From an optimization exercise on the open Yosys and OpenROAD flow, aimed at small area; shortcuts taken in it are not production practice.
The RTL was checked by simulation tests, not by an equivalence proof against the original design.
The clock port is modelled as an ideal driver; clocking choices that lean on that would not hold on a real chip.
Power figures rest on the tool's default switching activity, not on a simulated workload.

==> run a <==
Design VGAController2, start of the top module:
module VGAController2(CLK, KBCODE, HCOORD, VCOORD, KBSTROBE, CSEL, ARST_L);
Settings: LEC_CHECK=0, CAP_MARGIN=10, CORE_MARGIN=2, CORE_UTILIZATION=50, GPL_TIMING_DRIVEN=0, SLEW_MARGIN=10; clock period 10.0 ns.
standard.sh (not shown) runs the stock make flow with config.mk's settings and CLKGATE_MAP_FILE= SYNTH_SCRIPT=/design/flow/synth_recipe.tcl, a recipe that flattens the netlist after the stock synthesis.
==> flow/flow/run.sh <==
#!/bin/bash
# Layout flow: the standard ORFS flow (standard.sh) with
#  - the same synthesis script (synth_recipe.tcl), except that
#    * adders are not pre-mapped to full/half-adder cells (ADDER_MAP_FILE
#      empty), so ABC sees all the logic, and
#    * the final technology mapping uses area-oriented ABC scripts
#      (flow/abc.script.in: &deepsyn, then two rounds of choice-based area
#      mapping with amap); seven such syntheses run side by side (different
#      seeds and amap options) and the one with the smallest cell area is
#      laid out;
#    registers are mapped exactly as in the standard synthesis;
#  - the smallest buffer cell for pass-through outputs and port buffers
#    (every port still gets its own buffer);
#  - clock tree synthesis without dummy loads, with clkbuf_4 buffers; after
#    it, each clock buffer whose flip-flop clock pins would see a slew over
#    90 ps is upsized to clkbuf_8 (flow/clock_buffers.tcl);
#  - buffers from synthesis removed at floorplan (REMOVE_ABC_BUFFERS).
# Each tool's output goes to its own log in this folder (and ORFS's logs).
set -euo pipefail
HERE=$(pwd)

ARGS=(ADDER_MAP_FILE=
      "MIN_BUF_CELL_AND_PORTS=sky130_fd_sc_hd__buf_1 A X"
      "BUFFER_PORTS_ARGS=-buffer_cell sky130_fd_sc_hd__buf_1"
      "CTS_ARGS=-sink_clustering_enable -repair_clock_nets -dont_use_dummy_load -buf_list {sky130_fd_sc_hd__clkbuf_4}"
      POST_CTS_TCL=$HERE/flow/clock_buffers.tcl
      REMOVE_ABC_BUFFERS=1)
export CLK_SLEW_TARGET=0.09

run_synth() {  # $1 = name, $2 = seed, $3 = extra amap option
  local n=$1
  sed -e "s/@SEED@/$2/" -e "s/@M@/$3/" flow/abc.script.in > abc_$n.script
  {
    cat <<TCL
proc abc {args} {
  set i [lsearch \$args -script]
  if { \$i >= 0 } { lset args [expr {\$i + 1}] $HERE/abc_$n.script }
  yosys abc {*}\$args
}
TCL
    cat synth_recipe.tcl
  } > synth_$n.tcl
  sed -E "s#WORK_HOME=[^ ]*/orfs #WORK_HOME=$HERE/syn_$n #" standard.sh > standard_$n.sh
  grep -q "WORK_HOME=$HERE/syn_$n " standard_$n.sh
  bash standard_$n.sh "${ARGS[@]}" SYNTH_SCRIPT=$HERE/synth_$n.tcl synth > synth_$n.log 2>&1
}

run_synth a 1 "" &
run_synth b 2 "" &
run_synth c 3 "" &
run_synth d 1 "-m" &
run_synth e 2 "-m" &
run_synth f 3 "-m" &
run_synth g 4 "-m" &
wait

best=""; best_area=""
for n in a b c d e f g; do
  rpt=syn_$n/reports/sky130hd/VGAController2/base/synth_stat.txt
  [[ -f $rpt && -f syn_$n/results/sky130hd/VGAController2/base/1_synth.odb ]] || continue
  a=$(awk '/Chip area for module/ {print $NF}' $rpt | tail -1)
  echo "synthesis $n: $a" >> synth_choice.log
  if [[ -z $best ]] || awk "BEGIN{exit !($a < $best_area)}"; then best=$n; best_area=$a; fi
done
echo "chosen: $best ($best_area)" >> synth_choice.log
mkdir -p orfs
cp -a syn_$best/. orfs/
bash standard.sh "${ARGS[@]}" SYNTH_SCRIPT=$HERE/synth_$best.tcl finish > layout.log 2>&1
==> flow/flow/abc.script.in <==
strash
dc2
&get -n
&st
&deepsyn -T 150 -S @SEED@
&put
dch -f
amap -F 20 -A 20 -C 5000 @M@
strash
dch -f
amap -F 20 -A 20 -C 5000 @M@
==> flow/flow/clock_buffers.tcl <==
# Upsize the clock-tree buffers whose flip-flop clock pins see a high slew.
estimate_parasitics -placement
set lib_big [get_lib_cells sky130_fd_sc_hd__clkbuf_8]
set changed 0
foreach inst [get_cells -hierarchical *] {
  set m [get_property $inst ref_name]
  if { $m ne "sky130_fd_sc_hd__clkbuf_4" } { continue }
  set out [get_pins -of_objects $inst -filter "direction == output"]
  set net [get_nets -of_objects $out]
  set worst 0
  foreach p [get_pins -of_objects $net -filter "direction == input"] {
    set s [get_property $p slew_max]
    if { $s > $worst } { set worst $s }
  }
  if { $worst > $::env(CLK_SLEW_TARGET) } {
    replace_cell $inst $lib_big
    incr changed
  }
}
puts "clock buffers upsized: $changed"
if { $changed > 0 } {
  detailed_placement
  estimate_parasitics -placement
}
==> run b (differences from run a) <==
--- a/flow/design.v
+++ b/flow/design.v
@@ -78,18 +78,20 @@
 wire kD  = KBSTROBE & (KBCODE == 8'h23);
 wire kA  = KBSTROBE & (KBCODE == 8'h1C);
 wire kSp = KBSTROBE & (KBCODE == 8'h29);
 wire p_jump = kW & ~col_N & ~col_S & ~col_W & ~col_E & jump;
 wire p_grav = ~KBSTROBE & refreshSlow;
 wire [10:0] ys_add = add11(yspeed_i, {{7{p_jump}}, 1'b0, p_jump, p_jump, ~p_jump}, 1'b0);
 wire [6:0] jc_inc = {jumpcount[5:0], jumpcount[6] ^ jumpcount[5] ^ (jumpcount[5:0] == 6'd0)};
 genvar g;
-always @(posedge CLK)
-    jump <= ~ARST_L | (jumpcount != 7'd4);       
+always @(posedge CLK or negedge ARST_L) begin
+    if (!ARST_L) jump <= 1'b1;
+    else         jump <= (jumpcount != 7'd4);    
+end
 wire ys_up  = ~p_jump & p_grav & ~floor & (YP != 11'd430);    
 wire ys_clr = ~p_jump & p_grav & ~(~floor & (YP != 11'd430));
 always @(posedge CLK) begin
     if (!ARST_L | ys_clr)  yspeed_i[10:1] <= 10'd0;
     else if (p_jump | ys_up) yspeed_i[10:1] <= ys_add[10:1];
     if (!ARST_L | ys_clr)  yspeed_i[0] <= 1'b0;
     else if (ys_up)        yspeed_i[0] <= ~yspeed_i[0];
 end
==> flow/flow/run.sh (replaced) <==
#!/bin/bash
# Layout flow: the standard ORFS flow (standard.sh) with
#  - the same synthesis script (synth_recipe.tcl), except that
#    * adders are not pre-mapped to full/half-adder cells (ADDER_MAP_FILE
#      empty), so ABC sees all the logic, and
#    * the final technology mapping uses area-oriented ABC scripts
#      (flow/abc.script.in: &deepsyn, then two rounds of choice-based area
#      mapping with amap); five such syntheses run side by side (different
#      seeds and amap options) and the one with the smallest cell area is
#      laid out;
#    registers are mapped exactly as in the standard synthesis;
#  - the smallest buffer cell for pass-through outputs and port buffers
#    (every port still gets its own buffer);
#  - clock tree synthesis without dummy loads, with clkbuf_4 buffers; after
#    it, each clock buffer whose flip-flop clock pins would see a slew over
#    85 ps is upsized to clkbuf_8 (flow/clock_buffers.tcl);
#  - buffers from synthesis removed at floorplan (REMOVE_ABC_BUFFERS).
# Each tool's output goes to its own log in this folder (and ORFS's logs).
set -euo pipefail
HERE=$(pwd)

ARGS=(ADDER_MAP_FILE=
      "MIN_BUF_CELL_AND_PORTS=sky130_fd_sc_hd__buf_1 A X"
      "BUFFER_PORTS_ARGS=-buffer_cell sky130_fd_sc_hd__buf_1"
      "CTS_ARGS=-sink_clustering_enable -repair_clock_nets -dont_use_dummy_load -buf_list {sky130_fd_sc_hd__clkbuf_4}"
      POST_CTS_TCL=$HERE/flow/clock_buffers.tcl
      REMOVE_ABC_BUFFERS=1)
export CLK_SLEW_TARGET=0.085

run_synth() {  # $1 = name, $2 = seed, $3 = extra amap option
  local n=$1
  sed -e "s/@SEED@/$2/" -e "s/@M@/$3/" flow/abc.script.in > abc_$n.script
  {
    cat <<TCL
proc abc {args} {
  set i [lsearch \$args -script]
  if { \$i >= 0 } { lset args [expr {\$i + 1}] $HERE/abc_$n.script }
  yosys abc {*}\$args
}
TCL
    cat synth_recipe.tcl
  } > synth_$n.tcl
  sed -E "s#WORK_HOME=[^ ]*/orfs #WORK_HOME=$HERE/syn_$n #" standard.sh > standard_$n.sh
  grep -q "WORK_HOME=$HERE/syn_$n " standard_$n.sh
  bash standard_$n.sh "${ARGS[@]}" SYNTH_SCRIPT=$HERE/synth_$n.tcl synth > synth_$n.log 2>&1
}

run_synth a 1 "" &
run_synth b 2 "" &
run_synth c 1 "-m" &
run_synth d 2 "-m" &
run_synth e 3 "-m" &
wait

best=""; best_area=""
for n in a b c d e; do
  rpt=syn_$n/reports/sky130hd/VGAController2/base/synth_stat.txt
  [[ -f $rpt && -f syn_$n/results/sky130hd/VGAController2/base/1_synth.odb ]] || continue
  a=$(awk '/Chip area for module/ {print $NF}' $rpt | tail -1)
  echo "synthesis $n: $a" >> synth_choice.log
  if [[ -z $best ]] || awk "BEGIN{exit !($a < $best_area)}"; then best=$n; best_area=$a; fi
done
echo "chosen: $best ($best_area)" >> synth_choice.log
mkdir -p orfs
cp -a syn_$best/. orfs/
bash standard.sh "${ARGS[@]}" SYNTH_SCRIPT=$HERE/synth_$best.tcl finish > layout.log 2>&1
==> flow/flow/abc.script.in (replaced) <==
strash
dc2
&get -n
&st
&deepsyn -T 120 -S @SEED@
&put
dch -f
amap -F 20 -A 20 -C 5000 @M@
strash
dch -f
amap -F 20 -A 20 -C 5000 @M@
Settings changed: CAP_MARGIN 10 to 20, GPL_TIMING_DRIVEN 0 to unset, SLEW_MARGIN 10 to 20.
==> run c (differences from run a) <==
==> flow/flow/abc.script.in (replaced) <==
strash
dc2
&get -n
&st
&deepsyn -T 200 -S @SEED@
&put
dch -f
amap -F 20 -A 20 -C 5000 @M@
strash
dch -f
amap -F 20 -A 20 -C 5000 @M@
Settings changed: CORE_UTILIZATION 50 to 58.
==> run d (differences from run a) <==
--- a/flow/design.v
+++ b/flow/design.v
@@ -78,18 +78,20 @@
 wire kD  = KBSTROBE & (KBCODE == 8'h23);
 wire kA  = KBSTROBE & (KBCODE == 8'h1C);
 wire kSp = KBSTROBE & (KBCODE == 8'h29);
 wire p_jump = kW & ~col_N & ~col_S & ~col_W & ~col_E & jump;
 wire p_grav = ~KBSTROBE & refreshSlow;
 wire [10:0] ys_add = add11(yspeed_i, {{7{p_jump}}, 1'b0, p_jump, p_jump, ~p_jump}, 1'b0);
 wire [6:0] jc_inc = {jumpcount[5:0], jumpcount[6] ^ jumpcount[5] ^ (jumpcount[5:0] == 6'd0)};
 genvar g;
-always @(posedge CLK)
-    jump <= ~ARST_L | (jumpcount != 7'd4);       
+always @(posedge CLK or negedge ARST_L) begin
+    if (!ARST_L) jump <= 1'b1;
+    else         jump <= (jumpcount != 7'd4);    
+end
 wire ys_up  = ~p_jump & p_grav & ~floor & (YP != 11'd430);    
 wire ys_clr = ~p_jump & p_grav & ~(~floor & (YP != 11'd430));
 always @(posedge CLK) begin
     if (!ARST_L | ys_clr)  yspeed_i[10:1] <= 10'd0;
     else if (p_jump | ys_up) yspeed_i[10:1] <= ys_add[10:1];
     if (!ARST_L | ys_clr)  yspeed_i[0] <= 1'b0;
     else if (ys_up)        yspeed_i[0] <= ~yspeed_i[0];
 end
==> flow/flow/run.sh (replaced) <==
#!/bin/bash
# Layout flow: the standard ORFS flow (standard.sh) with
#  - the same synthesis script (synth_recipe.tcl), except that
#    * adders are not pre-mapped to full/half-adder cells (ADDER_MAP_FILE
#      empty), so ABC sees all the logic, and
#    * the final technology mapping uses area-oriented ABC scripts
#      (flow/abc.script.in: &deepsyn, then amap or &nf); three such
#      syntheses run side by side (different seeds / mappers) and the one
#      with the smallest cell area is laid out;
#    registers are mapped exactly as in the standard synthesis;
#  - the smallest buffer cell for pass-through outputs and port buffers
#    (every port still gets its own buffer);
#  - clock tree synthesis without dummy loads, with clkbuf_4 buffers; after
#    it, each clock buffer whose flip-flop clock pins would see a slew over
#    85 ps is upsized to clkbuf_8 (flow/clock_buffers.tcl);
#  - buffers from synthesis removed at floorplan (REMOVE_ABC_BUFFERS).
# Each tool's output goes to its own log in this folder (and ORFS's logs).
set -euo pipefail
HERE=$(pwd)

ARGS=(ADDER_MAP_FILE=
      "MIN_BUF_CELL_AND_PORTS=sky130_fd_sc_hd__buf_1 A X"
      "BUFFER_PORTS_ARGS=-buffer_cell sky130_fd_sc_hd__buf_1"
      "CTS_ARGS=-sink_clustering_enable -repair_clock_nets -dont_use_dummy_load -buf_list {sky130_fd_sc_hd__clkbuf_4}"
      POST_CTS_TCL=$HERE/flow/clock_buffers.tcl
      REMOVE_ABC_BUFFERS=1)
export CLK_SLEW_TARGET=0.085

run_synth() {  # $1 = name, $2 = seed, $3 = mapper
  local n=$1
  sed -e "s/@SEED@/$2/" -e "s/@MAP@/$3/" flow/abc.script.in | tr '|' '\n' > abc_$n.script
  {
    cat <<TCL
proc abc {args} {
  set i [lsearch \$args -script]
  if { \$i >= 0 } { lset args [expr {\$i + 1}] $HERE/abc_$n.script }
  yosys abc {*}\$args
}
TCL
    cat synth_recipe.tcl
  } > synth_$n.tcl
  sed -E "s#WORK_HOME=[^ ]*/orfs #WORK_HOME=$HERE/syn_$n #" standard.sh > standard_$n.sh
  grep -q "WORK_HOME=$HERE/syn_$n " standard_$n.sh
  bash standard_$n.sh "${ARGS[@]}" SYNTH_SCRIPT=$HERE/synth_$n.tcl synth > synth_$n.log 2>&1
}

run_synth a 1 "\&put|dch -f|amap" &
run_synth b 2 "\&put|dch -f|amap" &
run_synth c 3 "\&dch -f|\&nf -a|\&put" &
wait

best=""; best_area=""
for n in a b c; do
  rpt=syn_$n/reports/sky130hd/VGAController2/base/synth_stat.txt
  [[ -f $rpt && -f syn_$n/results/sky130hd/VGAController2/base/1_synth.odb ]] || continue
  a=$(awk '/Chip area for module/ {print $NF}' $rpt | tail -1)
  echo "synthesis $n: $a" >> synth_choice.log
  if [[ -z $best ]] || awk "BEGIN{exit !($a < $best_area)}"; then best=$n; best_area=$a; fi
done
echo "chosen: $best ($best_area)" >> synth_choice.log
mkdir -p orfs
cp -a syn_$best/. orfs/
bash standard.sh "${ARGS[@]}" SYNTH_SCRIPT=$HERE/synth_$best.tcl finish > layout.log 2>&1
==> flow/flow/abc.script.in (replaced) <==
strash
dc2
&get -n
&st
&deepsyn -T 100 -S @SEED@
@MAP@
Settings changed: CAP_MARGIN 10 to 20, GPL_TIMING_DRIVEN 0 to unset, SLEW_MARGIN 10 to 20.
==> notes <==
Hold slack, lowest first: run c, run b, run d, run a. The lowest final cell count belongs to run c, the highest to run d. Of run b and run c, run b has the higher register-to-register slack (gap 550 ps). Maximum frequency, lowest first: run a, run c, run b, run d. Non-clock buffer count: run a is higher than run c (1). In run b the critical path depth is lower than in run c, by 2. The lowest synthesized area belongs to run a, the highest to run d. The highest sequential share of layout area belongs to run c, the lowest to run d. Of run c and run a, run a has the higher wire length (gap 4.0%, measured against run a). In sequential cell count, run d and run b do not differ. The lowest first-iteration DRC count belongs to run a, the highest to run b.
==> figures <==
Result of the run: run d complete, no violations; run c complete, no violations; run b complete, no violations; run a complete, no violations
Endpoint of the worst hold path: run d c2[2]; run c c2[2]; run b c2[1]; run a c2[9]
Xor/xnor share of the synthesized area: run d 0%; run c 0%; run b 0%; run a 0.1106%
Comb group: run d 124 uW; run c 100 uW; run b 102 uW; run a 111 uW
Final Cycle Share: run d 47.53%; run c 53.34%; run b 48.21%; run a 59.70%
Total power density per cell area: run d 125.8 nW/um^2; run c 123.3 nW/um^2; run b 123.7 nW/um^2; run a 124.7 nW/um^2
Non-clock buffers, area share: run d 2.245%; run c 2.450%; run b 2.263%; run a 2.408%
Final Skew: run d 32.80 ps; run c 29.50 ps; run b 31.76 ps; run a 28.01 ps
Overall routing resource usage: run d 29.10%; run c 32.27%; run b 30.51%; run a 29.58%
Reg2reg path depth: run d 13; run c 20; run b 15; run a 19
Critical path fanouts, max: run d 9; run c 7; run b 6; run a 10
Number of DRC markers after the initial detailed-route iteration: run d 871; run c 911; run b 939; run a 694
Share of flip-flops with an asynchronous set or reset: run d 0.6579%; run c 0%; run b 0.6579%; run a 0%
Relative slew slack: run d 23.00%; run c 35.14%; run b 25.12%; run a 21.07%
DP HPWL: run d 18340 um; run c 17440 um; run b 19330 um; run a 18170 um
Routability congestion estimate: run d 0.9727; run c 1.019; run b 1.003; run a 0.9447
Effective utilization at floorplan: run d 50.85%; run c 59.61%; run b 50.72%; run a 50.59%
Most frequent cell after synthesis: run d sky130_fd_sc_hd__nor2_1; run c sky130_fd_sc_hd__clkinv_1; run b sky130_fd_sc_hd__clkinv_1; run a -
Number of standard cells after synthesis: run d 1147; run c 1088; run b 1098; run a 1093
Most frequent standard cell in the layout excluding fill and tap cells: run d sky130_fd_sc_hd__nor2_1; run c sky130_fd_sc_hd__clkinv_1; run b sky130_fd_sc_hd__clkinv_1; run a -
Net load switching power: run d 299.7 uW; run c 275.8 uW; run b 278.0 uW; run a 283.3 uW
Worst Hold Launch: run d c2[1]; run c c2[1]; run b c2[0]; run a c2[8]
Number of antenna violations at the first check in global routing: run d 0; run c 0; run b 1; run a 0

static timing again, ports no longer ideal:
The results above use ideal ports. As a check the final layouts listed here were re-extracted and re-timed, cells and wires unchanged. Step 1, drivers: a clkbuf_16 drives CLK and a buf_2 each remaining input, both assumed. Step 2 times the ports against the registers' clock, not the clock port: input delays grow and output delays shrink by t, the midpoint of the rising clock arrivals with the driver on. Slacks: ideal ports / drivers / drivers and shift; pairs: ideal ports / drivers.
| run | shift t [ns] | slack for setup (ns) | worst hold slack (ns) | worst setup path at the end |
|---|---|---|---|---|
| run a | 0.479 | 4.030 / 4.046 / 3.568 | 0.370 / 0.370 / 0.370 | input to register |
| run b | 0.485 | 5.179 / 5.196 / 4.711 | 0.365 / 0.365 / 0.365 | input to register |
| run c | 0.482 | 4.666 / 4.682 / 4.200 | 0.361 / 0.361 / 0.361 | input to register |
| run d | 0.479 | 5.247 / 5.260 / 4.782 | 0.367 / 0.367 / 0.367 | input to register |
After both steps every run listed still meets setup and hold. For run b, which loses most, drivers alone change the setup slack by +0.017 ns; drivers and shift together by -0.468 ns.
